Source: an optimization exercise on an open RTL-to-GDS flow (aim: small area and a short achievable clock period). Production flows keep margins and buffers that such runs may drop.

== P ==
==> flow/design.v <==
module glb_segment #
(
    parameter H_DISP            = 12'd160       ,
    parameter V_DISP            = 12'd120
)
(
    input   wire                clk             ,
    input   wire                rst_n           ,
    input   wire                Y_hsync         ,
    input   wire                Y_vsync         ,
    input   wire    [ 7:0]      Y_data          ,
    input   wire                Y_de            ,
    output  wire                segment_hsync     ,
    output  wire                segment_vsync     ,
    output  wire    [ 7:0]      segment_data      ,
    output  wire                segment_de
);
localparam [14:0] NPIX = H_DISP*V_DISP;
reg             vs0, vs1, de0;
reg             hso, vso, deo;                   
reg     [ 1:0]  fc;
reg             seg;
reg     [ 7:0]  yd;
reg     [ 7:0]  mq;
reg     [23:0]  us, os;
reg     [14:0]  uc, oc;
assign segment_hsync = hso;
assign segment_vsync = vso;
assign segment_de    = deo;
assign segment_data  = {8{seg}};
wire nedge = vs1 & ~vs0;
wire f1 = (fc == 2'd1);
wire f2 = (fc == 2'd2);
wire f3 = (fc == 2'd3);
wire dv = f3 & ~mq[3];                   
wire fin = f3 & mq[3] & ~mq[0];          
wire [ 7:0] p     = yd & {8{de0}};
wire        under = (yd < mq);
wire        uen   = f1 | (f2 & under);
wire        oen   = f2 & ~under;
wire        wrap  = f1 & (us[14:8] == NPIX[14:8]);
wire        sclr  = nedge & ~fc[1];
wire        su    = us[23];
wire        so    = os[23];
wire [23:0] ua    = dv ? {us[22:0], 1'b0}
                       : {us[23:15] & {9{~(sclr | fin)}}, us[14:8] & {7{~(sclr | fin | wrap)}}, us[7:0] & {8{~sclr}}};
wire [23:0] ub    = dv ? {~su, uc ^ {15{su}}, {8{su}}}
                       : {16'd0, fin ? os[7:0] : uen ? p : 8'd0};
wire [23:0] usum  = ua + ub + {23'd0, dv & su};
wire [23:0] oa    = dv ? {os[22:0], 1'b0} : os & {24{~sclr}};
wire [23:0] ob    = dv ? {~so, oc ^ {15{so}}, {8{so}}} : {16'd0, oen ? p : 8'd0};
wire [23:0] osum  = oa + ob + {23'd0, dv & so};
always @(posedge clk or negedge rst_n) begin
    if (!rst_n) begin
        vs0 <= 1'b0; vs1 <= 1'b0; de0 <= 1'b0;
        hso <= 1'b0; vso <= 1'b0; deo <= 1'b0;
    end else begin
        vs0 <= Y_vsync; vs1 <= vs0; de0 <= Y_de;
        hso <= Y_hsync; vso <= Y_vsync; deo <= Y_de;
    end
end
always @(posedge clk)
    yd <= Y_data;
always @(posedge clk or negedge rst_n) begin
    if (!rst_n)
        fc <= 2'd0;
    else if (nedge & ~f3)
        fc <= fc + 2'd1;
end
always @(posedge clk) begin
    if (nedge & ~fc[0])
        mq <= 8'd0;
    else
        mq <= mq + {7'd0, wrap | dv | fin};
end
always @(posedge clk) begin
    if (dv) begin
        us <= {usum[23:1], ~usum[23]};
        os <= {osum[23:1], ~osum[23]};
    end else begin
        us <= usum;
        os <= osum;
    end
end
always @(posedge clk or negedge rst_n) begin
    if (!rst_n) begin
        uc <= 15'h0000;
        oc <= 15'h0000;
    end else begin
        uc <= uc - {14'd0, f2 & de0 & under};
        oc <= oc - {14'd0, f2 & de0 & ~under};
    end
end
always @(posedge clk or negedge rst_n) begin
    if (!rst_n)
        seg <= 1'b0;
    else if (Y_de & f3)
        seg <= ~(Y_data > us[8:1]);
end
endmodule
export LEC_CHECK = 0
export CAP_MARGIN = 20
export CORE_MARGIN = 2
export CORE_UTILIZATION = 45
export PLACE_DENSITY = 0.6
export SLEW_MARGIN = 20
create_clock -name core_clock -period 120.0 [get_ports {clk}]
standard.sh (not shown) runs the stock make flow with config.mk's settings and CLKGATE_MAP_FILE= SYNTH_SCRIPT=/design/flow/synth_recipe.tcl, a recipe that flattens the netlist after the stock synthesis.
==> flow/flow/run.sh <==
#!/bin/bash
# Standard ORFS layout (the standard.sh) with two changes:
#  - ports are buffered with buf_2 instead of the default delay buffer;
#  - CTS inserts no dummy loads.
set -euo pipefail
bash standard.sh \
  "BUFFER_PORTS_ARGS=-buffer_cell sky130_fd_sc_hd__buf_2" \
  "CTS_ARGS=-sink_clustering_enable -repair_clock_nets -dont_use_dummy_load" \
  finish > flow_make.log 2>&1
P did not stop at any stage, and its layout met the timing, DRC and antenna checks.
Relative to P, the following input files were edited for Q:
--- a/flow/design.v
+++ b/flow/design.v
@@ -17,6 +17,5 @@
 );
 localparam [14:0] NPIX = H_DISP*V_DISP;
-reg             vs0, vs1, de0;
-reg             hso, vso, deo;                   
+reg             vs0, vs1, hs0, de0;
 reg     [ 1:0]  fc;
 reg             seg;
@@ -25,7 +24,7 @@
 reg     [23:0]  us, os;
 reg     [14:0]  uc, oc;
-assign segment_hsync = hso;
-assign segment_vsync = vso;
-assign segment_de    = deo;
+assign segment_hsync = hs0;
+assign segment_vsync = vs0;
+assign segment_de    = de0;
 assign segment_data  = {8{seg}};
 wire nedge = vs1 & ~vs0;
@@ -53,9 +52,7 @@
 always @(posedge clk or negedge rst_n) begin
     if (!rst_n) begin
-        vs0 <= 1'b0; vs1 <= 1'b0; de0 <= 1'b0;
-        hso <= 1'b0; vso <= 1'b0; deo <= 1'b0;
+        vs0 <= 1'b0; vs1 <= 1'b0; hs0 <= 1'b0; de0 <= 1'b0;
     end else begin
-        vs0 <= Y_vsync; vs1 <= vs0; de0 <= Y_de;
-        hso <= Y_hsync; vso <= Y_vsync; deo <= Y_de;
+        vs0 <= Y_vsync; vs1 <= vs0; hs0 <= Y_hsync; de0 <= Y_de;
     end
 end
@@ -68,6 +65,8 @@
         fc <= fc + 2'd1;
 end
-always @(posedge clk) begin
-    if (nedge & ~fc[0])
+always @(posedge clk or negedge rst_n) begin
+    if (!rst_n)
+        mq <= 8'd0;
+    else if (nedge & f2)
         mq <= 8'd0;
     else
==> results.txt <==
From P to Q the numbers moved as follows: count of different cell masters after synthesis shows an increase of about 10%.
Compared with P, Q ends up with a larger final cell area.
Compared with P, Q shows a higher count of plain and timing-repair buffers.
In the metrics for P and Q, the one carrying the higher sequential cell area in the final layout is Q.
Layout overhead on the synthesized area in Q is 0.30 points higher than in P
For fraction of the cycle the final worst path needs, P and Q come out practically identical.
Count of inverters other than clock inverters in the layout (Q over P): increase, 2.6%
Q ended with more met1 usage in global routing than P.
Compared with P, Q improves hold slack.
No functional check of the RTL was part of any run of this note.

## afterwards: timing with drivers on the ports
The results above use ideal ports. As a check the final layouts listed here were re-extracted and re-timed, cells and wires unchanged. Step 1 assumes that a clkbuf_16 drives the clock port and a buf_2 every other input. Step 2 moves the port delays by t, midway between the first and last clock arrival at a register: inputs arrive t later, outputs are due t later. That takes back most of the time a late clock gives input paths. Slacks: no drivers / after step 1 / after step 2; pairs: no drivers / after step 1.
run | t (ns) | slack for setup (ns) | hold WS [ns]
P | 0.386 | 94.705 / 94.664 / 94.619 | 0.391 / 0.391 / 0.391
Q | 0.382 | 94.599 / 94.561 / 94.435 | 0.446 / 0.446 / 0.446
After both steps setup and hold are still met in every run listed. The setup slack of Q, which loses most, moves by -0.038 ns with the drivers and by -0.164 ns with both steps.
